This design comes from an exercise in tuning for small area, a short achievable clock period and few clock cycles on the open sky130 flow, not from production work.
Function was not checked in any run shown here: the RTL went through the layout flow alone.

$ cat flow/run.sh
#!/bin/bash
# synth_recipe.tcl (not shown) runs the flow's synth.tcl, then flattens the netlist and writes it again
# the make line also repeats each setting of config.mk as NAME=value (left out here)
make -C /OpenROAD-flow-scripts/flow DESIGN_CONFIG=/design/flow/config.mk WORK_HOME=/design/flow/orfs CLKGATE_MAP_FILE= SYNTH_SCRIPT=/design/flow/synth_recipe.tcl finish
$ cat flow/config.mk
export PLATFORM = sky130hd
export DESIGN_NAME = geofence
export DESIGN_NICKNAME = geofence
export VERILOG_FILES = /design/flow/design.v
export SDC_FILE = /design/flow/constraint.sdc
export NUM_CORES = 4
export LEC_CHECK = 0
export CAP_MARGIN = 20
export CORE_MARGIN = 2
export CORE_UTILIZATION = 40
export SLEW_MARGIN = 20
$ cat flow/constraint.sdc
create_clock -name core_clock -period 10.0 [get_ports {clk}]
set_input_delay 2.0000 -clock core_clock [delete_from_list [all_inputs] [get_ports {clk}]]
set_output_delay 2.0000 -clock core_clock [all_outputs]
set_load 0.01 [all_outputs]
$ cat flow/design.v
module geofence (clk, reset, X, Y, valid, is_inside);
input clk;
input reset;
input [9:0] X;
input [9:0] Y;
output reg valid;
output reg is_inside;
reg [3:0] ph;
reg [9:0] rx, ry;                  
reg vxs, vys;                      
reg [9:0] vxm, vym;                
reg vz;                            
reg axs, ays, bxs, bys;            
reg [9:0] axm, aym, bxm, bym;
reg ins;                           
wire [10:0] dx = {1'b0, X} - {1'b0, rx};
wire [10:0] dy = {1'b0, Y} - {1'b0, ry};
wire [9:0] dxm = dx[10] ? rx - X : dx[9:0];
wire [9:0] dym = dy[10] ? ry - Y : dy[9:0];
wire da_neg, da_zero, db_neg, db_zero;
geofence_xsign ua (.p(axm), .q(vym), .r(aym), .t(vxm), .neg(da_neg), .zero(da_zero));
geofence_xsign ub (.p(bxm), .q(vym), .r(bym), .t(vxm), .neg(db_neg), .zero(db_zero));
wire vxz = ~|vxm;
wire vyz = ~|vym;
wire a1 = axs ^ vys, a2 = ays ^ vxs;
wire b1 = bxs ^ vys, b2 = bys ^ vxs;
wire az = (~|axm | vyz) & (~|aym | vxz);
wire bz = (~|bxm | vyz) & (~|bym | vxz);
wire a_zero = (a1 == a2) ? da_zero : az;
wire b_zero = (b1 == b2) ? db_zero : bz;
wire a_neg = (a1 == a2) ? ~da_zero & (da_neg ^ a1) : ~az & a1;
wire b_pos = (b1 == b2) ? ~db_zero & ~(db_neg ^ b1) : ~bz & ~b1;
wire opp_a = (axs ^ vxs) | (ays ^ vys);
wire opp_b = (bxs ^ vxs) | (bys ^ vys);
wire hit = vz | (a_zero & opp_a) | (b_zero & opp_b) | (a_neg & b_pos);
wire new_a = a_neg & ~b_pos;
wire new_b = ~a_neg & b_pos;
wire first = (ph == 4'd2);
wire ins_nx = first ? vz : (ins | hit);
always @(posedge clk or posedge reset) begin
    if (reset) begin
        ph <= 4'd0;
        valid <= 1'b0;
    end else begin
        valid <= (ph == 4'd7);
        ph <= (ph == 4'd8) ? 4'd0 : ph + 4'd1;
    end
end
always @(posedge clk) begin
    if (ph == 4'd0) begin
        rx <= X;
        ry <= Y;
    end
    vxs <= dx[10];
    vys <= dy[10];
    vxm <= dxm;
    vym <= dym;
    vz <= (X == rx) & (Y == ry);
    if (first | new_a) begin
        axs <= vxs; ays <= vys; axm <= vxm; aym <= vym;
    end
    if (first | new_b) begin
        bxs <= vxs; bys <= vys; bxm <= vxm; bym <= vym;
    end
    ins <= ins_nx;
    if (ph == 4'd7)
        is_inside <= ins_nx;
end
endmodule
module geofence_xsign (p, q, r, t, neg, zero);
input [9:0] p, q, r, t;
output neg, zero;
wire n1 = (p[0] & q[0]);
wire n2 = ~(r[0] & t[0]);
wire n3 = (p[0] & q[1]);
wire n4 = ~(r[0] & t[1]);
wire n5 = (p[1] & q[0]);
wire n6 = ~(r[1] & t[0]);
wire n7 = (p[0] & q[2]);
wire n8 = ~(r[0] & t[2]);
wire n9 = (p[1] & q[1]);
wire n10 = ~(r[1] & t[1]);
wire n11 = (p[2] & q[0]);
wire n12 = ~(r[2] & t[0]);
wire n13 = (p[0] & q[3]);
wire n14 = ~(r[0] & t[3]);
wire n15 = (p[1] & q[2]);
wire n16 = ~(r[1] & t[2]);
wire n17 = (p[2] & q[1]);
wire n18 = ~(r[2] & t[1]);
wire n19 = (p[3] & q[0]);
wire n20 = ~(r[3] & t[0]);
wire n21 = (p[0] & q[4]);
wire n22 = ~(r[0] & t[4]);
wire n23 = (p[1] & q[3]);
wire n24 = ~(r[1] & t[3]);
wire n25 = (p[2] & q[2]);
wire n26 = ~(r[2] & t[2]);
wire n27 = (p[3] & q[1]);
wire n28 = ~(r[3] & t[1]);
wire n29 = (p[4] & q[0]);
wire n30 = ~(r[4] & t[0]);
wire n31 = (p[0] & q[5]);
wire n32 = ~(r[0] & t[5]);
wire n33 = (p[1] & q[4]);
wire n34 = ~(r[1] & t[4]);
wire n35 = (p[2] & q[3]);
wire n36 = ~(r[2] & t[3]);
wire n37 = (p[3] & q[2]);
wire n38 = ~(r[3] & t[2]);
wire n39 = (p[4] & q[1]);
wire n40 = ~(r[4] & t[1]);
wire n41 = (p[5] & q[0]);
wire n42 = ~(r[5] & t[0]);
wire n43 = (p[0] & q[6]);
wire n44 = ~(r[0] & t[6]);
wire n45 = (p[1] & q[5]);
wire n46 = ~(r[1] & t[5]);
wire n47 = (p[2] & q[4]);
wire n48 = ~(r[2] & t[4]);
wire n49 = (p[3] & q[3]);
wire n50 = ~(r[3] & t[3]);
wire n51 = (p[4] & q[2]);
wire n52 = ~(r[4] & t[2]);
wire n53 = (p[5] & q[1]);
wire n54 = ~(r[5] & t[1]);
wire n55 = (p[6] & q[0]);
wire n56 = ~(r[6] & t[0]);
wire n57 = (p[0] & q[7]);
wire n58 = ~(r[0] & t[7]);
wire n59 = (p[1] & q[6]);
wire n60 = ~(r[1] & t[6]);
wire n61 = (p[2] & q[5]);
wire n62 = ~(r[2] & t[5]);
wire n63 = (p[3] & q[4]);
wire n64 = ~(r[3] & t[4]);
wire n65 = (p[4] & q[3]);
wire n66 = ~(r[4] & t[3]);
wire n67 = (p[5] & q[2]);
wire n68 = ~(r[5] & t[2]);
wire n69 = (p[6] & q[1]);
wire n70 = ~(r[6] & t[1]);
wire n71 = (p[7] & q[0]);
wire n72 = ~(r[7] & t[0]);
wire n73 = (p[0] & q[8]);
wire n74 = ~(r[0] & t[8]);
wire n75 = (p[1] & q[7]);
wire n76 = ~(r[1] & t[7]);
wire n77 = (p[2] & q[6]);
wire n78 = ~(r[2] & t[6]);
wire n79 = (p[3] & q[5]);
wire n80 = ~(r[3] & t[5]);
wire n81 = (p[4] & q[4]);
wire n82 = ~(r[4] & t[4]);
wire n83 = (p[5] & q[3]);
wire n84 = ~(r[5] & t[3]);
wire n85 = (p[6] & q[2]);
wire n86 = ~(r[6] & t[2]);
wire n87 = (p[7] & q[1]);
wire n88 = ~(r[7] & t[1]);
wire n89 = (p[8] & q[0]);
wire n90 = ~(r[8] & t[0]);
wire n91 = (p[0] & q[9]);
wire n92 = ~(r[0] & t[9]);
wire n93 = (p[1] & q[8]);
wire n94 = ~(r[1] & t[8]);
wire n95 = (p[2] & q[7]);
wire n96 = ~(r[2] & t[7]);
wire n97 = (p[3] & q[6]);
wire n98 = ~(r[3] & t[6]);
wire n99 = (p[4] & q[5]);
wire n100 = ~(r[4] & t[5]);
wire n101 = (p[5] & q[4]);
wire n102 = ~(r[5] & t[4]);
wire n103 = (p[6] & q[3]);
wire n104 = ~(r[6] & t[3]);
wire n105 = (p[7] & q[2]);
wire n106 = ~(r[7] & t[2]);
wire n107 = (p[8] & q[1]);
wire n108 = ~(r[8] & t[1]);
wire n109 = (p[9] & q[0]);
wire n110 = ~(r[9] & t[0]);
wire n111 = (p[1] & q[9]);
wire n112 = ~(r[1] & t[9]);
wire n113 = (p[2] & q[8]);
wire n114 = ~(r[2] & t[8]);
wire n115 = (p[3] & q[7]);
wire n116 = ~(r[3] & t[7]);
wire n117 = (p[4] & q[6]);
wire n118 = ~(r[4] & t[6]);
wire n119 = (p[5] & q[5]);
wire n120 = ~(r[5] & t[5]);
wire n121 = (p[6] & q[4]);
wire n122 = ~(r[6] & t[4]);
wire n123 = (p[7] & q[3]);
wire n124 = ~(r[7] & t[3]);
wire n125 = (p[8] & q[2]);
wire n126 = ~(r[8] & t[2]);
wire n127 = (p[9] & q[1]);
wire n128 = ~(r[9] & t[1]);
wire n129 = (p[2] & q[9]);
wire n130 = ~(r[2] & t[9]);
wire n131 = (p[3] & q[8]);
wire n132 = ~(r[3] & t[8]);
wire n133 = (p[4] & q[7]);
wire n134 = ~(r[4] & t[7]);
wire n135 = (p[5] & q[6]);
wire n136 = ~(r[5] & t[6]);
wire n137 = (p[6] & q[5]);
wire n138 = ~(r[6] & t[5]);
wire n139 = (p[7] & q[4]);
wire n140 = ~(r[7] & t[4]);
wire n141 = (p[8] & q[3]);
wire n142 = ~(r[8] & t[3]);
wire n143 = (p[9] & q[2]);
wire n144 = ~(r[9] & t[2]);
wire n145 = (p[3] & q[9]);
wire n146 = ~(r[3] & t[9]);
wire n147 = (p[4] & q[8]);
wire n148 = ~(r[4] & t[8]);
wire n149 = (p[5] & q[7]);
wire n150 = ~(r[5] & t[7]);
wire n151 = (p[6] & q[6]);
wire n152 = ~(r[6] & t[6]);
wire n153 = (p[7] & q[5]);
wire n154 = ~(r[7] & t[5]);
wire n155 = (p[8] & q[4]);
wire n156 = ~(r[8] & t[4]);
wire n157 = (p[9] & q[3]);
wire n158 = ~(r[9] & t[3]);
wire n159 = (p[4] & q[9]);
wire n160 = ~(r[4] & t[9]);
wire n161 = (p[5] & q[8]);
wire n162 = ~(r[5] & t[8]);
wire n163 = (p[6] & q[7]);
wire n164 = ~(r[6] & t[7]);
wire n165 = (p[7] & q[6]);
wire n166 = ~(r[7] & t[6]);
wire n167 = (p[8] & q[5]);
wire n168 = ~(r[8] & t[5]);
wire n169 = (p[9] & q[4]);
wire n170 = ~(r[9] & t[4]);
wire n171 = (p[5] & q[9]);
wire n172 = ~(r[5] & t[9]);
wire n173 = (p[6] & q[8]);
wire n174 = ~(r[6] & t[8]);
wire n175 = (p[7] & q[7]);
wire n176 = ~(r[7] & t[7]);
wire n177 = (p[8] & q[6]);
wire n178 = ~(r[8] & t[6]);
wire n179 = (p[9] & q[5]);
wire n180 = ~(r[9] & t[5]);
wire n181 = (p[6] & q[9]);
wire n182 = ~(r[6] & t[9]);
wire n183 = (p[7] & q[8]);
wire n184 = ~(r[7] & t[8]);
wire n185 = (p[8] & q[7]);
wire n186 = ~(r[8] & t[7]);
wire n187 = (p[9] & q[6]);
wire n188 = ~(r[9] & t[6]);
wire n189 = (p[7] & q[9]);
wire n190 = ~(r[7] & t[9]);
wire n191 = (p[8] & q[8]);
wire n192 = ~(r[8] & t[8]);
wire n193 = (p[9] & q[7]);
wire n194 = ~(r[9] & t[7]);
wire n195 = (p[8] & q[9]);
wire n196 = ~(r[8] & t[9]);
wire n197 = (p[9] & q[8]);
wire n198 = ~(r[9] & t[8]);
wire n199 = (p[9] & q[9]);
wire n200 = ~(r[9] & t[9]);
wire n201 = n91 ^ n92 ^ n93;
wire n202 = (n91 & n92) | (n91 & n93) | (n92 & n93);
wire n203 = n111 ^ n112;
wire n204 = n111 & n112;
wire n205 = n43 ^ n44 ^ n45;
wire n206 = (n43 & n44) | (n43 & n45) | (n44 & n45);
wire n207 = n57 ^ n58 ^ n59;
wire n208 = (n57 & n58) | (n57 & n59) | (n58 & n59);
wire n209 = n60 ^ n61 ^ n62;
wire n210 = (n60 & n61) | (n60 & n62) | (n61 & n62);
wire n211 = n63 ^ n64;
wire n212 = n63 & n64;
wire n213 = n73 ^ n74 ^ n75;
wire n214 = (n73 & n74) | (n73 & n75) | (n74 & n75);
wire n215 = n76 ^ n77 ^ n78;
wire n216 = (n76 & n77) | (n76 & n78) | (n77 & n78);
wire n217 = n79 ^ n80 ^ n81;
wire n218 = (n79 & n80) | (n79 & n81) | (n80 & n81);
wire n219 = n82 ^ n83 ^ n84;
wire n220 = (n82 & n83) | (n82 & n84) | (n83 & n84);
wire n221 = n85 ^ n86;
wire n222 = n85 & n86;
wire n223 = n94 ^ n95 ^ n96;
wire n224 = (n94 & n95) | (n94 & n96) | (n95 & n96);
wire n225 = n97 ^ n98 ^ n99;
wire n226 = (n97 & n98) | (n97 & n99) | (n98 & n99);
wire n227 = n100 ^ n101 ^ n102;
wire n228 = (n100 & n101) | (n100 & n102) | (n101 & n102);
wire n229 = n103 ^ n104 ^ n105;
wire n230 = (n103 & n104) | (n103 & n105) | (n104 & n105);
wire n231 = n106 ^ n107 ^ n108;
wire n232 = (n106 & n107) | (n106 & n108) | (n107 & n108);
wire n233 = n109 ^ n110;
wire n234 = n109 & n110;
wire n235 = n113 ^ n114 ^ n115;
wire n236 = (n113 & n114) | (n113 & n115) | (n114 & n115);
wire n237 = n116 ^ n117 ^ n118;
wire n238 = (n116 & n117) | (n116 & n118) | (n117 & n118);
wire n239 = n119 ^ n120 ^ n121;
wire n240 = (n119 & n120) | (n119 & n121) | (n120 & n121);
wire n241 = n122 ^ n123 ^ n124;
wire n242 = (n122 & n123) | (n122 & n124) | (n123 & n124);
wire n243 = n125 ^ n126 ^ n127;
wire n244 = (n125 & n126) | (n125 & n127) | (n126 & n127);
wire n245 = n128 ^ 1'b1 ^ n202;
wire n246 = (n128 & 1'b1) | (n128 & n202) | (1'b1 & n202);
wire n247 = n129 ^ n130 ^ n131;
wire n248 = (n129 & n130) | (n129 & n131) | (n130 & n131);
wire n249 = n132 ^ n133 ^ n134;
wire n250 = (n132 & n133) | (n132 & n134) | (n133 & n134);
wire n251 = n135 ^ n136 ^ n137;
wire n252 = (n135 & n136) | (n135 & n137) | (n136 & n137);
wire n253 = n138 ^ n139 ^ n140;
wire n254 = (n138 & n139) | (n138 & n140) | (n139 & n140);
wire n255 = n141 ^ n142 ^ n143;
wire n256 = (n141 & n142) | (n141 & n143) | (n142 & n143);
wire n257 = n145 ^ n146 ^ n147;
wire n258 = (n145 & n146) | (n145 & n147) | (n146 & n147);
wire n259 = n148 ^ n149 ^ n150;
wire n260 = (n148 & n149) | (n148 & n150) | (n149 & n150);
wire n261 = n151 ^ n152 ^ n153;
wire n262 = (n151 & n152) | (n151 & n153) | (n152 & n153);
wire n263 = n159 ^ n160 ^ n161;
wire n264 = (n159 & n160) | (n159 & n161) | (n160 & n161);
wire n265 = n21 ^ n22 ^ n23;
wire n266 = (n21 & n22) | (n21 & n23) | (n22 & n23);
wire n267 = n31 ^ n32 ^ n33;
wire n268 = (n31 & n32) | (n31 & n33) | (n32 & n33);
wire n269 = n34 ^ n35 ^ n36;
wire n270 = (n34 & n35) | (n34 & n36) | (n35 & n36);
wire n271 = n37 ^ n38;
wire n272 = n37 & n38;
wire n273 = n46 ^ n47 ^ n48;
wire n274 = (n46 & n47) | (n46 & n48) | (n47 & n48);
wire n275 = n49 ^ n50 ^ n51;
wire n276 = (n49 & n50) | (n49 & n51) | (n50 & n51);
wire n277 = n52 ^ n53 ^ n54;
wire n278 = (n52 & n53) | (n52 & n54) | (n53 & n54);
wire n279 = n55 ^ n56;
wire n280 = n55 & n56;
wire n281 = n65 ^ n66 ^ n67;
wire n282 = (n65 & n66) | (n65 & n67) | (n66 & n67);
wire n283 = n68 ^ n69 ^ n70;
wire n284 = (n68 & n69) | (n68 & n70) | (n69 & n70);
wire n285 = n71 ^ n72 ^ 1'b1;
wire n286 = (n71 & n72) | (n71 & 1'b1) | (n72 & 1'b1);
wire n287 = n206 ^ n207 ^ n209;
wire n288 = (n206 & n207) | (n206 & n209) | (n207 & n209);
wire n289 = n87 ^ n88 ^ n89;
wire n290 = (n87 & n88) | (n87 & n89) | (n88 & n89);
wire n291 = n90 ^ 1'b1 ^ n208;
wire n292 = (n90 & 1'b1) | (n90 & n208) | (1'b1 & n208);
wire n293 = n210 ^ n212 ^ n213;
wire n294 = (n210 & n212) | (n210 & n213) | (n212 & n213);
wire n295 = n215 ^ n217 ^ n219;
wire n296 = (n215 & n217) | (n215 & n219) | (n217 & n219);
wire n297 = 1'b1 ^ n201 ^ n214;
wire n298 = (1'b1 & n201) | (1'b1 & n214) | (n201 & n214);
wire n299 = n216 ^ n218 ^ n220;
wire n300 = (n216 & n218) | (n216 & n220) | (n218 & n220);
wire n301 = n222 ^ n223 ^ n225;
wire n302 = (n222 & n223) | (n222 & n225) | (n223 & n225);
wire n303 = n227 ^ n229 ^ n231;
wire n304 = (n227 & n229) | (n227 & n231) | (n229 & n231);
wire n305 = n203 ^ n224 ^ n226;
wire n306 = (n203 & n224) | (n203 & n226) | (n224 & n226);
wire n307 = n228 ^ n230 ^ n232;
wire n308 = (n228 & n230) | (n228 & n232) | (n230 & n232);
wire n309 = n234 ^ n235 ^ n237;
wire n310 = (n234 & n235) | (n234 & n237) | (n235 & n237);
wire n311 = n239 ^ n241 ^ n243;
wire n312 = (n239 & n241) | (n239 & n243) | (n241 & n243);
wire n313 = n144 ^ n204 ^ n236;
wire n314 = (n144 & n204) | (n144 & n236) | (n204 & n236);
wire n315 = n238 ^ n240 ^ n242;
wire n316 = (n238 & n240) | (n238 & n242) | (n240 & n242);
wire n317 = n244 ^ n246 ^ n247;
wire n318 = (n244 & n246) | (n244 & n247) | (n246 & n247);
wire n319 = n249 ^ n251 ^ n253;
wire n320 = (n249 & n251) | (n249 & n253) | (n251 & n253);
wire n321 = n154 ^ n155 ^ n156;
wire n322 = (n154 & n155) | (n154 & n156) | (n155 & n156);
wire n323 = n157 ^ n158 ^ n248;
wire n324 = (n157 & n158) | (n157 & n248) | (n158 & n248);
wire n325 = n250 ^ n252 ^ n254;
wire n326 = (n250 & n252) | (n250 & n254) | (n252 & n254);
wire n327 = n256 ^ n257 ^ n259;
wire n328 = (n256 & n257) | (n256 & n259) | (n257 & n259);
wire n329 = n162 ^ n163 ^ n164;
wire n330 = (n162 & n163) | (n162 & n164) | (n163 & n164);
wire n331 = n165 ^ n166 ^ n167;
wire n332 = (n165 & n166) | (n165 & n167) | (n166 & n167);
wire n333 = n168 ^ n169 ^ n170;
wire n334 = (n168 & n169) | (n168 & n170) | (n169 & n170);
wire n335 = n258 ^ n260 ^ n262;
wire n336 = (n258 & n260) | (n258 & n262) | (n260 & n262);
wire n337 = n171 ^ n172 ^ n173;
wire n338 = (n171 & n172) | (n171 & n173) | (n172 & n173);
wire n339 = n174 ^ n175 ^ n176;
wire n340 = (n174 & n175) | (n174 & n176) | (n175 & n176);
wire n341 = n177 ^ n178 ^ n179;
wire n342 = (n177 & n178) | (n177 & n179) | (n178 & n179);
wire n343 = n181 ^ n182 ^ n183;
wire n344 = (n181 & n182) | (n181 & n183) | (n182 & n183);
wire n345 = n7 ^ n8;
wire n346 = n7 & n8;
wire n347 = n13 ^ n14 ^ n15;
wire n348 = (n13 & n14) | (n13 & n15) | (n14 & n15);
wire n349 = n16 ^ n17 ^ n18;
wire n350 = (n16 & n17) | (n16 & n18) | (n17 & n18);
wire n351 = n24 ^ n25 ^ n26;
wire n352 = (n24 & n25) | (n24 & n26) | (n25 & n26);
wire n353 = n27 ^ n28 ^ n29;
wire n354 = (n27 & n28) | (n27 & n29) | (n28 & n29);
wire n355 = n30 ^ 1'b1;
wire n356 = n30 & 1'b1;
wire n357 = n39 ^ n40 ^ n41;
wire n358 = (n39 & n40) | (n39 & n41) | (n40 & n41);
wire n359 = n42 ^ 1'b1 ^ n266;
wire n360 = (n42 & 1'b1) | (n42 & n266) | (1'b1 & n266);
wire n361 = n267 ^ n269 ^ n271;
wire n362 = (n267 & n269) | (n267 & n271) | (n269 & n271);
wire n363 = 1'b1 ^ n205 ^ n268;
wire n364 = (1'b1 & n205) | (1'b1 & n268) | (n205 & n268);
wire n365 = n270 ^ n272 ^ n273;
wire n366 = (n270 & n272) | (n270 & n273) | (n272 & n273);
wire n367 = n275 ^ n277 ^ n279;
wire n368 = (n275 & n277) | (n275 & n279) | (n277 & n279);
wire n369 = n211 ^ n274 ^ n276;
wire n370 = (n211 & n274) | (n211 & n276) | (n274 & n276);
wire n371 = n278 ^ n280 ^ n281;
wire n372 = (n278 & n280) | (n278 & n281) | (n280 & n281);
wire n373 = n283 ^ n285 ^ n287;
wire n374 = (n283 & n285) | (n283 & n287) | (n285 & n287);
wire n375 = n221 ^ n282 ^ n284;
wire n376 = (n221 & n282) | (n221 & n284) | (n282 & n284);
wire n377 = n286 ^ n288 ^ n289;
wire n378 = (n286 & n288) | (n286 & n289) | (n288 & n289);
wire n379 = n291 ^ n293 ^ n295;
wire n380 = (n291 & n293) | (n291 & n295) | (n293 & n295);
wire n381 = n233 ^ n290 ^ n292;
wire n382 = (n233 & n290) | (n233 & n292) | (n290 & n292);
wire n383 = n294 ^ n296 ^ n297;
wire n384 = (n294 & n296) | (n294 & n297) | (n296 & n297);
wire n385 = n299 ^ n301 ^ n303;
wire n386 = (n299 & n301) | (n299 & n303) | (n301 & n303);
wire n387 = n245 ^ n298 ^ n300;
wire n388 = (n245 & n298) | (n245 & n300) | (n298 & n300);
wire n389 = n302 ^ n304 ^ n305;
wire n390 = (n302 & n304) | (n302 & n305) | (n304 & n305);
wire n391 = n307 ^ n309 ^ n311;
wire n392 = (n307 & n309) | (n307 & n311) | (n309 & n311);
wire n393 = n255 ^ n306 ^ n308;
wire n394 = (n255 & n306) | (n255 & n308) | (n306 & n308);
wire n395 = n310 ^ n312 ^ n313;
wire n396 = (n310 & n312) | (n310 & n313) | (n312 & n313);
wire n397 = n315 ^ n317 ^ n319;
wire n398 = (n315 & n317) | (n315 & n319) | (n317 & n319);
wire n399 = n261 ^ n314 ^ n316;
wire n400 = (n261 & n314) | (n261 & n316) | (n314 & n316);
wire n401 = n318 ^ n320 ^ n321;
wire n402 = (n318 & n320) | (n318 & n321) | (n320 & n321);
wire n403 = n323 ^ n325 ^ n327;
wire n404 = (n323 & n325) | (n323 & n327) | (n325 & n327);
wire n405 = n263 ^ n322 ^ n324;
wire n406 = (n263 & n322) | (n263 & n324) | (n322 & n324);
wire n407 = n326 ^ n328 ^ n329;
wire n408 = (n326 & n328) | (n326 & n329) | (n328 & n329);
wire n409 = n331 ^ n333 ^ n335;
wire n410 = (n331 & n333) | (n331 & n335) | (n333 & n335);
wire n411 = n180 ^ n264 ^ n330;
wire n412 = (n180 & n264) | (n180 & n330) | (n264 & n330);
wire n413 = n332 ^ n334 ^ n336;
wire n414 = (n332 & n334) | (n332 & n336) | (n334 & n336);
wire n415 = n337 ^ n339 ^ n341;
wire n416 = (n337 & n339) | (n337 & n341) | (n339 & n341);
wire n417 = n184 ^ n185 ^ n186;
wire n418 = (n184 & n185) | (n184 & n186) | (n185 & n186);
wire n419 = n187 ^ n188 ^ n338;
wire n420 = (n187 & n188) | (n187 & n338) | (n188 & n338);
wire n421 = n340 ^ n342 ^ n343;
wire n422 = (n340 & n342) | (n340 & n343) | (n342 & n343);
wire n423 = n189 ^ n190 ^ n191;
wire n424 = (n189 & n190) | (n189 & n191) | (n190 & n191);
wire n425 = n192 ^ n193 ^ n194;
wire n426 = (n192 & n193) | (n192 & n194) | (n193 & n194);
wire n427 = n3 ^ n4;
wire n428 = n3 & n4;
wire n429 = n9 ^ n10 ^ n11;
wire n430 = (n9 & n10) | (n9 & n11) | (n10 & n11);
wire n431 = n12 ^ 1'b1;
wire n432 = n12 & 1'b1;
wire n433 = n19 ^ n20 ^ 1'b1;
wire n434 = (n19 & n20) | (n19 & 1'b1) | (n20 & 1'b1);
wire n435 = n346 ^ n347 ^ n349;
wire n436 = (n346 & n347) | (n346 & n349) | (n347 & n349);
wire n437 = n265 ^ n348 ^ n350;
wire n438 = (n265 & n348) | (n265 & n350) | (n348 & n350);
wire n439 = n351 ^ n353 ^ n355;
wire n440 = (n351 & n353) | (n351 & n355) | (n353 & n355);
wire n441 = n352 ^ n354 ^ n356;
wire n442 = (n352 & n354) | (n352 & n356) | (n354 & n356);
wire n443 = n357 ^ n359 ^ n361;
wire n444 = (n357 & n359) | (n357 & n361) | (n359 & n361);
wire n445 = n358 ^ n360 ^ n362;
wire n446 = (n358 & n360) | (n358 & n362) | (n360 & n362);
wire n447 = n363 ^ n365 ^ n367;
wire n448 = (n363 & n365) | (n363 & n367) | (n365 & n367);
wire n449 = n364 ^ n366 ^ n368;
wire n450 = (n364 & n366) | (n364 & n368) | (n366 & n368);
wire n451 = n369 ^ n371 ^ n373;
wire n452 = (n369 & n371) | (n369 & n373) | (n371 & n373);
wire n453 = n370 ^ n372 ^ n374;
wire n454 = (n370 & n372) | (n370 & n374) | (n372 & n374);
wire n455 = n375 ^ n377 ^ n379;
wire n456 = (n375 & n377) | (n375 & n379) | (n377 & n379);
wire n457 = n376 ^ n378 ^ n380;
wire n458 = (n376 & n378) | (n376 & n380) | (n378 & n380);
wire n459 = n381 ^ n383 ^ n385;
wire n460 = (n381 & n383) | (n381 & n385) | (n383 & n385);
wire n461 = n382 ^ n384 ^ n386;
wire n462 = (n382 & n384) | (n382 & n386) | (n384 & n386);
wire n463 = n387 ^ n389 ^ n391;
wire n464 = (n387 & n389) | (n387 & n391) | (n389 & n391);
wire n465 = n388 ^ n390 ^ n392;
wire n466 = (n388 & n390) | (n388 & n392) | (n390 & n392);
wire n467 = n393 ^ n395 ^ n397;
wire n468 = (n393 & n395) | (n393 & n397) | (n395 & n397);
wire n469 = n394 ^ n396 ^ n398;
wire n470 = (n394 & n396) | (n394 & n398) | (n396 & n398);
wire n471 = n399 ^ n401 ^ n403;
wire n472 = (n399 & n401) | (n399 & n403) | (n401 & n403);
wire n473 = n400 ^ n402 ^ n404;
wire n474 = (n400 & n402) | (n400 & n404) | (n402 & n404);
wire n475 = n405 ^ n407 ^ n409;
wire n476 = (n405 & n407) | (n405 & n409) | (n407 & n409);
wire n477 = n406 ^ n408 ^ n410;
wire n478 = (n406 & n408) | (n406 & n410) | (n408 & n410);
wire n479 = n411 ^ n413 ^ n415;
wire n480 = (n411 & n413) | (n411 & n415) | (n413 & n415);
wire n481 = n412 ^ n414 ^ n416;
wire n482 = (n412 & n414) | (n412 & n416) | (n414 & n416);
wire n483 = n417 ^ n419 ^ n421;
wire n484 = (n417 & n419) | (n417 & n421) | (n419 & n421);
wire n485 = n344 ^ n418 ^ n420;
wire n486 = (n344 & n418) | (n344 & n420) | (n418 & n420);
wire n487 = n422 ^ n423 ^ n425;
wire n488 = (n422 & n423) | (n422 & n425) | (n423 & n425);
wire n489 = n195 ^ n196 ^ n197;
wire n490 = (n195 & n196) | (n195 & n197) | (n196 & n197);
wire n491 = n198 ^ n424 ^ n426;
wire n492 = (n198 & n424) | (n198 & n426) | (n424 & n426);
wire n493 = n5 ^ n6;
wire n494 = n5 & n6;
wire n495 = n345 ^ n428 ^ n429;
wire n496 = (n345 & n428) | (n345 & n429) | (n428 & n429);
wire n497 = n430 ^ n432 ^ n433;
wire n498 = (n430 & n432) | (n430 & n433) | (n432 & n433);
wire n499 = n434 ^ n436 ^ n437;
wire n500 = (n434 & n436) | (n434 & n437) | (n436 & n437);
wire n501 = n438 ^ n440 ^ n441;
wire n502 = (n438 & n440) | (n438 & n441) | (n440 & n441);
wire n503 = n442 ^ n444 ^ n445;
wire n504 = (n442 & n444) | (n442 & n445) | (n444 & n445);
wire n505 = n446 ^ n448 ^ n449;
wire n506 = (n446 & n448) | (n446 & n449) | (n448 & n449);
wire n507 = n450 ^ n452 ^ n453;
wire n508 = (n450 & n452) | (n450 & n453) | (n452 & n453);
wire n509 = n454 ^ n456 ^ n457;
wire n510 = (n454 & n456) | (n454 & n457) | (n456 & n457);
wire n511 = n458 ^ n460 ^ n461;
wire n512 = (n458 & n460) | (n458 & n461) | (n460 & n461);
wire n513 = n462 ^ n464 ^ n465;
wire n514 = (n462 & n464) | (n462 & n465) | (n464 & n465);
wire n515 = n466 ^ n468 ^ n469;
wire n516 = (n466 & n468) | (n466 & n469) | (n468 & n469);
wire n517 = n470 ^ n472 ^ n473;
wire n518 = (n470 & n472) | (n470 & n473) | (n472 & n473);
wire n519 = n474 ^ n476 ^ n477;
wire n520 = (n474 & n476) | (n474 & n477) | (n476 & n477);
wire n521 = n478 ^ n480 ^ n481;
wire n522 = (n478 & n480) | (n478 & n481) | (n480 & n481);
wire n523 = n482 ^ n484 ^ n485;
wire n524 = (n482 & n484) | (n482 & n485) | (n484 & n485);
wire n525 = n486 ^ n488 ^ n489;
wire n526 = (n486 & n488) | (n486 & n489) | (n488 & n489);
wire n527 = n199 ^ n200 ^ n490;
wire n528 = (n199 & n200) | (n199 & n490) | (n200 & n490);
wire n529 = n1 ^ n2;
wire n530 = n1 & n2;
wire n531 = 1'b1 ^ n427 ^ n493;
wire n532 = (1'b1 & n427) | (1'b1 & n493) | (n427 & n493);
wire n533 = n431 ^ n494 ^ n495;
wire n534 = (n431 & n494) | (n431 & n495) | (n494 & n495);
wire n535 = n435 ^ n496 ^ n497;
wire n536 = (n435 & n496) | (n435 & n497) | (n496 & n497);
wire n537 = n439 ^ n498 ^ n499;
wire n538 = (n439 & n498) | (n439 & n499) | (n498 & n499);
wire n539 = n443 ^ n500 ^ n501;
wire n540 = (n443 & n500) | (n443 & n501) | (n500 & n501);
wire n541 = n447 ^ n502 ^ n503;
wire n542 = (n447 & n502) | (n447 & n503) | (n502 & n503);
wire n543 = n451 ^ n504 ^ n505;
wire n544 = (n451 & n504) | (n451 & n505) | (n504 & n505);
wire n545 = n455 ^ n506 ^ n507;
wire n546 = (n455 & n506) | (n455 & n507) | (n506 & n507);
wire n547 = n459 ^ n508 ^ n509;
wire n548 = (n459 & n508) | (n459 & n509) | (n508 & n509);
wire n549 = n463 ^ n510 ^ n511;
wire n550 = (n463 & n510) | (n463 & n511) | (n510 & n511);
wire n551 = n467 ^ n512 ^ n513;
wire n552 = (n467 & n512) | (n467 & n513) | (n512 & n513);
wire n553 = n471 ^ n514 ^ n515;
wire n554 = (n471 & n514) | (n471 & n515) | (n514 & n515);
wire n555 = n475 ^ n516 ^ n517;
wire n556 = (n475 & n516) | (n475 & n517) | (n516 & n517);
wire n557 = n479 ^ n518 ^ n519;
wire n558 = (n479 & n518) | (n479 & n519) | (n518 & n519);
wire n559 = n483 ^ n520 ^ n521;
wire n560 = (n483 & n520) | (n483 & n521) | (n520 & n521);
wire n561 = n487 ^ n522 ^ n523;
wire n562 = (n487 & n522) | (n487 & n523) | (n522 & n523);
wire n563 = n491 ^ n524 ^ n525;
wire n564 = (n491 & n524) | (n491 & n525) | (n524 & n525);
wire n565 = n492 ^ n526 ^ n527;
wire n566 = (n492 & n526) | (n492 & n527) | (n526 & n527);
wire [20:0] ra = {1'b1, n528, n564, n562, n560, n558, n556, n554, n552, n550, n548, n546, n544, n542, n540, n538, n536, n534, n532, n530, 1'b1};
wire [20:0] rb = {1'b0, n566, n565, n563, n561, n559, n557, n555, n553, n551, n549, n547, n545, n543, n541, n539, n537, n535, n533, n531, n529};
wire [20:0] sum = ra + rb;
assign neg = sum[20];
wire [20:0] zx = (ra ^ rb) ^ {(ra[19:0] | rb[19:0]), 1'b0};
assign zero = ~|zx;
endmodule
==> results.sh, run 1 <==
export IMPL_ant_nets=0
export IMPL_cts_buffer_depth=2
export IMPL_synth_xor_area_share_pct=3.29
export IMPL_synth_top_family_by_area="adder cells"
export IMPL_min_period_ns=7.08
export IMPL_cts_made_buffers=9
export IMPL_yosys_most_used_dff="edfxtp_1"
export IMPL_ioPinCount=24
export IMPL_yosysTopAreaCellShare_pct=38.8
export IMPL_grt_pass1_wl_mm=69.1
export IMPL_setup_tns_ns=0
export IMPL_post_cts_buffers=0
export IMPL_port_buffers=23
export IMPL_clock_root_buffer="clkbuf_16"
export IMPL_path_clk_slew_ns=0.07
export IMPL_syn_area_um2=17000
export IMPL_start_kind="register"
export IMPL_reg2reg_slack_ns=2.92
export IMPL_grt_antenna_before_repair=0
export IMPL_hpwl_mm=31.7
export IMPL_finish_utilization_pct=42.9
export IMPL_yosys_warnings=1
export IMPL_slew_viol_final=0
export IMPL_grt_use_total_pct=20.2
export IMPL_htreeDepth=3
export IMPL_critPathMaxFanout=23
export IMPL_drc=0
export IMPL_synth_fa_ha_area_share_pct=50.1
export IMPL_r2r_end="bym[7]"
export IMPL_final_area_um2=18000
export IMPL_cts_tree="built"
export IMPL_synth_area_per_cell_um2=9.48
export IMPL_synth_compound_area_share_pct=3.82
export IMPL_nets=2263
export IMPL_place_gp_congestion=0.850
export IMPL_synth_edff_count=65
export IMPL_yosys_area_share_simple_pct=15.7
export IMPL_grt_overflow=0
export IMPL_core_area_um2=41900
export IMPL_whs_endpoint="ph[0]"
export IMPL_fp_row_count=75
export IMPL_crit_arrival_ns=7.04
export IMPL_worst_pin_slew_ns=1.07
export IMPL_holdPathStages=1
export IMPL_vias_per_cell=5.11
export IMPL_ys_seq_area_share_pct=15.0
export IMPL_clock_sinks=94
export IMPL_relSlewSlack_pct=28.3
export IMPL_reg2reg_depth=16
export IMPL_fin_ws_ns=2.92
export IMPL_synth_most_common_cell="inv_1"
export IMPL_syn_inst=1796
export IMPL_initial_utilization_pct=40.6
export IMPL_synth_top_area_cell="fa_1"
export IMPL_drt_wl_total_mm=41.7
export IMPL_drt_pass1_iter_count=5
export IMPL_dieArea_um2=44200
export IMPL_hold_class="reg -> reg"
export IMPL_cts_resized_gates=0
export IMPL_critPathKind="reg -> reg"
export IMPL_clock_fmax_mhz=141
export IMPL_drt_iter0_markers=797
export IMPL_rsz0062_at_grt="false"
export IMPL_fin_crit_sh_pct=70.8
export IMPL_die_x_um=210
export IMPL_finClkSkew_ns=0.0112
export IMPL_drive_above_1_share_pct=1.93
export IMPL_grt_pass1_vias=13200
export IMPL_status="timing/DRC/antenna clean"
export IMPL_async_flop_share_pct=5.32
export IMPL_critPathCaptureType="register"
export IMPL_r2r_start="vym[4]"
export IMPL_synthTopCellsByCount="inv_1, fa_1, nand2_1"
export IMPL_antenna_cells=0
export IMPL_ctsHoldBuffers=0
export IMPL_grt_max_degree=24
export IMPL_setup_violations_final=0
export IMPL_required_ns=9.96
export IMPL_maxCapViolCount=0
export IMPL_synthTopCellsByArea="fa_1, edfxtp_1, ha_1, inv_1, and2_1"
export IMPL_ys_seq_elements=94
export IMPL_pre_cts_slack_ns=2.93
export IMPL_synth_mux_area_fraction_pct=1.00
export IMPL_ys_types=55
export IMPL_insertion_delay_ns=0.35
export IMPL_die_y_um=210
export IMPL_placed_area_um2=17700
export IMPL_area_growth_pct=5.78
export IMPL_vias=11800
export IMPL_avgRoutedWirePerCell_um=18.1
export IMPL_hold_viol=0
export IMPL_syn_nets=2301
export IMPL_hp_start="ph[0]"
[area by class of cell]
| cell class | instances | area (um^2) |
|---|---|---|
| Multi-Input combinational cell | 1204 | 12600 |
| Sequential cell | 94 | 2560 |
| Tap cell | 539 | 674 |
| Timing Repair Buffer | 37 | 335 |
| Clock buffer | 13 | 272 |
| Clock inverter | 3 | 25.0 |
| Inverter | 412 | 1550 |
| Fill cell | 4028 | 23900 |
[registers in the layout (all words and copies together) (netlist names), 4 cells and up]
register / cells
ph: 4
rx: 10
bxm: 10
bym: 10
vym: 10
axm: 10
vxm: 10
ry: 10
aym: 10
[per-stage QoR]
step / hold WS (ns) / cells
3_5_place_dp: 0.480 / 2286
6_report: 0.495 / 2302
3_3_place_gp: 0.470 / 2286
5_1_grt: 0.499 / 2302
4_1_cts: 0.492 / 2302
2_1_floorplan: 0.424 / 1796
[worst max-delay path: stages (launching register included)]
cell and delay [ns]:
dfxtp_1 1.02, nand2_1 0.19, fa_1 0.61, fa_1 0.45, fa_1 0.48, fa_1 0.52
fa_1 0.54, inv_1 0.05, fa_1 0.49, ha_1 0.33, xor2_1 0.19, nand2_1 0.07
nor4_1 0.33, nand2_1 0.19, nand4b_1 0.14, o311a_1 0.27, a22o_1 0.79
[cells by family (layout without fill, tap and decap cells)]
kind of cell / count (synthesis) / in the layout
xor gates and xnor gates: 64 / 64
buffers and inverters: 498 / 465
muxes: 17 / 17
AOI/OAI and AO/OA: 100 / 100
DFF: 94 / 94
and+or+nand+nor: 540 / 540
adders and majority gates: 483 / 483
[worst max path at each step]
stage	from	endpoint	slack [ns]	cells past startpoint
detailed placement	vym[4]	bxm[9]	2.93	16
finish	vym[4]	bym[7]	2.92	16
CTS	vym[4]	bym[7]	2.95	16
floorplan	vym[5]	axm[0]	3.60	19
global placement	vxm[5]	bxm[6]	3.08	19
global route	vxm[5]	bym[7]	2.53	19
[placed cells by master, fill, tap and decap left out, types with 4 or more instances in the layout]
cell type | synthesis | final
a21o_1 | 6 | 6
a21oi_1 | 29 | 29
and2_1 | 188 | 188
buf_4 | 0 | 14
clkbuf_16 | 0 | 10
clkdlybuf4s50_1 | 0 | 23
dfrtp_1 | 5 | 5
dfxtp_1 | 24 | 24
edfxtp_1 | 65 | 65
fa_1 | 330 | 330
ha_1 | 153 | 153
inv_1 | 411 | 411
mux2i_1 | 17 | 17
nand2_1 | 235 | 235
nand2b_1 | 4 | 4
nand3_1 | 16 | 16
nand4_1 | 16 | 16
nor2_1 | 34 | 34
nor2b_1 | 11 | 11
nor3_1 | 10 | 10
nor4_1 | 15 | 15
o21a_1 | 7 | 7
o21ai_0 | 16 | 16
o21ai_1 | 8 | 7
or3_1 | 4 | 4
xnor2_1 | 17 | 17
xor2_1 | 47 | 47
[layer usage]
| metal | global-route usage, % | routed length (um) |
|---|---|---|
| met2 | 34.7 | 20800 |
| met5 | 0 | 0 |
| met3 | 3.81 | 2870 |
| met1 | 25.9 | 17100 |
| met4 | 5.70 | 935 |
==> run 2, diff against run 1 <==
--- a/flow/config.mk
+++ b/flow/config.mk
@@ -9,3 +9,4 @@
 export CORE_MARGIN = 2
 export CORE_UTILIZATION = 40
+export SETUP_SLACK_MARGIN = 4
 export SLEW_MARGIN = 20
==> run 2 against run 1 <==
Die area is the same. First-iteration DRC count grew 0.38%.
==> results.sh, run 2 <==
export IMPL_critPathKind="reg -> reg"
export IMPL_crit_top_cell="fa_1"
export IMPL_synthTopCellsByCount="inv_1, fa_1, nand2_1"
export IMPL_critPathMaxFanout=23
export IMPL_ant_nets=0
export IMPL_synth_edff_count=65
export IMPL_dieArea_um2=44200
export IMPL_maxCapViolCount=0
export IMPL_htreeDepth=3
export IMPL_fin_crit_sh_pct=58.5
export IMPL_yosys_most_used_dff="edfxtp_1"
export IMPL_grt_pass1_vias=13500
export IMPL_grt_pass1_wl_mm=71.2
export IMPL_required_ns=10.05
export IMPL_nets=2385
export IMPL_rsz0062_at_grt="true"
export IMPL_synthTopCellsByArea="fa_1, edfxtp_1, ha_1, inv_1, and2_1"
export IMPL_cts_made_buffers=9
export IMPL_ys_types=55
export IMPL_min_period_ns=5.85
export IMPL_finClkSkew_ns=0.00975
export IMPL_ctsHoldBuffers=0
export IMPL_slew_viol_final=0
export IMPL_hold_viol=0
export IMPL_setup_violations_final=0
export IMPL_synth_top_area_cell="fa_1"
export IMPL_reg2reg_slack_ns=4.15
export IMPL_clock_fmax_mhz=171
export IMPL_clock_sinks=94
export IMPL_status="timing/DRC/antenna clean"
export IMPL_ys_seq_elements=94
export IMPL_syn_area_um2=17000
export IMPL_crit_slowest_cell="fa_1"
export IMPL_layout_commonest_cell="inv_1"
export IMPL_port_buffers=23
export IMPL_yosys_warnings=1
export IMPL_synth_most_common_cell="inv_1"
export IMPL_cts_buffer_depth=2
export IMPL_drt_wl_total_mm=45.0
export IMPL_insertion_delay_ns=0.34
export IMPL_grt_antenna_before_repair=0
export IMPL_drt_pass1_iter_count=5
export IMPL_cts_tree="built"
export IMPL_path_clk_slew_ns=0.06
export IMPL_relSlewSlack_pct=39.5
export IMPL_critPathCaptureType="register"
export IMPL_syn_nets=2301
export IMPL_nFillCells=3877
export IMPL_area_growth_pct=14.5
export IMPL_grt_overflow=0
export IMPL_start_kind="register"
export IMPL_yosysTopAreaCellShare_pct=38.8
export IMPL_grt_max_degree=24
export IMPL_grt_use_total_pct=20.8
export IMPL_crit_start="vym[2]"
export IMPL_setup_tns_ns=0
export IMPL_ys_seq_area_share_pct=15.0
export IMPL_ioPinCount=24
export IMPL_hpwl_mm=31.6
export IMPL_die_y_um=210
export IMPL_crit_arrival_ns=5.90
export IMPL_drt_iter0_markers=800
export IMPL_hp_start="ph[0]"
export IMPL_r2r_start="vym[2]"
export IMPL_hold_class="reg -> reg"
export IMPL_drc=0
export IMPL_mostFrequentLayoutCells="inv_1, fa_1, nand2_1"
export IMPL_drive_above_1_share_pct=11.5
export IMPL_pre_cts_slack_ns=2.85
export IMPL_core_area_um2=41900
export IMPL_crit_chain="buf_6 -> nand2_1 -> fa_1 -> fa_1 -> fa_1 -> inv_1 -> fa_1 -> inv_2 -> fa_1 -> inv_1 -> fa_1 -> ha_4 -> nand4_1 -> nor3_2 -> a2bb2oi_2 -> o211ai_1 -> buf_4 -> nand4b_1 -> o311a_4 -> a22o_4"
export IMPL_antenna_cells=0
export IMPL_async_flop_share_pct=5.32
export IMPL_fin_ws_ns=4.15
export IMPL_clock_root_buffer="clkbuf_16"
export IMPL_fp_row_count=75
export IMPL_initial_utilization_pct=40.6
export IMPL_critPathMaxStageDelay_ns=0.58
export IMPL_die_x_um=210
export IMPL_worst_pin_slew_ns=0.905
export IMPL_avgRoutedWirePerCell_um=18.6
export IMPL_synth_area_per_cell_um2=9.48
export IMPL_place_gp_congestion=0.857
export IMPL_vias=12400
export IMPL_syn_inst=1796
export IMPL_vias_per_cell=5.10
run 2: cell counts after synthesis:
Identical to the previous run, type by type.
run 2: critical path: cells and delay by family (launching register included):
family                   cells  cell delay (ns)
AO/OA/AOI/OAI                4             0.82
AND/OR/NAND/NOR              4             0.60
buffers and inverters        5             0.60
adder cells (fa/ha/maj)      7             3.19
flip-flops                   1             0.32
run 2: timing repair:
item / 4_1_cts / 5_1_grt
setup endpoints to repair: 46 / 46
pin swaps: 9 / 40
gates cloned: 4 / 2
gates resized for setup: 38 / 69
buffers inserted: 65 / 49
run 2: cell type report:
cell class | count | area [um^2] | share of cell area, %
clock buffer | 9 | 225 | 1.16
clock inverter | 7 | 75.1 | 0.385
inverter | 412 | 1550 | 7.94
multi-input combinational | 1208 | 13000 | 66.5
sequential | 94 | 2580 | 13.2
tap | 539 | 674 | 3.46
timing repair buffer | 155 | 1430 | 7.32
run 2: per-layer routing:
layer	vias to the layer above	share of wire [%]	track usage, %
met3	117	7.6	3.43
met4	0	3.4	8.02
li1	5521	-	-
met2	503	49	34.8
met5	-	0	0
met1	6213	41	27.1
run 2: cell families after synthesis:
family | Yosys count | synth area share, %
AOI/OAI and AO/OA | 100 | 3.82
DFF | 94 | 15.0
xor gates and xnor gates | 64 | 3.29
buffers and inverters | 498 | 11.1
adders and majority gates | 483 | 50.1
muxes | 17 | 1.00
and+or+nand+nor | 540 | 15.7
run 2: through the flow:
step / util, % / instance area [um^2] / hold WS, ns / std cells
floorplan: - / 17000 / 0.424 / 1796
global placement: 42.2 / 17700 / 0.466 / 2288
detailed placement: 42.2 / 17700 / 0.479 / 2288
CTS: 44.7 / 18700 / 0.489 / 2373
global route: 46.4 / 19500 / 0.519 / 2424
finish: 46.4 / 19500 / 0.489 / 2424
run 2: path summary, 6_finish.rpt:
| kind | to | cells after the start |
|---|---|---|
| max in group asynchronous | ph[1] | 2 |
| max | bxm[9] | 20 |
| max reg2reg | bxm[9] | 20 |
| min | ph[0] | 1 |
| min in group asynchronous | valid | 2 |
| min reg2reg | ph[0] | 1 |

## re-timing with driven ports
The flow's constraints put no driver on any port. The routed layouts listed below were extracted and timed again, unchanged, in two steps. Step 1: set_driving_cell puts a clkbuf_16 on clk and a buf_2 on each other input, an assumption about the parent block. Step 2 adds t to the input delays and takes it off the output delays; t is the mean of the earliest and latest rising clock arrival at the registers after step 1. Input paths then give back, and output paths get back, about the clock's delay inside the block. Three values: ideal ports, drivers, drivers and shift; two values: the first two.
| run | t (ns) | setup WS [ns] | clock arrival spread, ns | cell pins on the clock port's net |
|---|---|---|---|---|
| run 1 | 0.384 | 2.921 / 2.921 / 2.921 | 0.012 / 0.011 | 1 |
| run 2 | 0.376 | 4.146 / 4.146 / 4.146 | 0.010 / 0.009 | 1 |
After both steps every run listed still meets setup and hold.
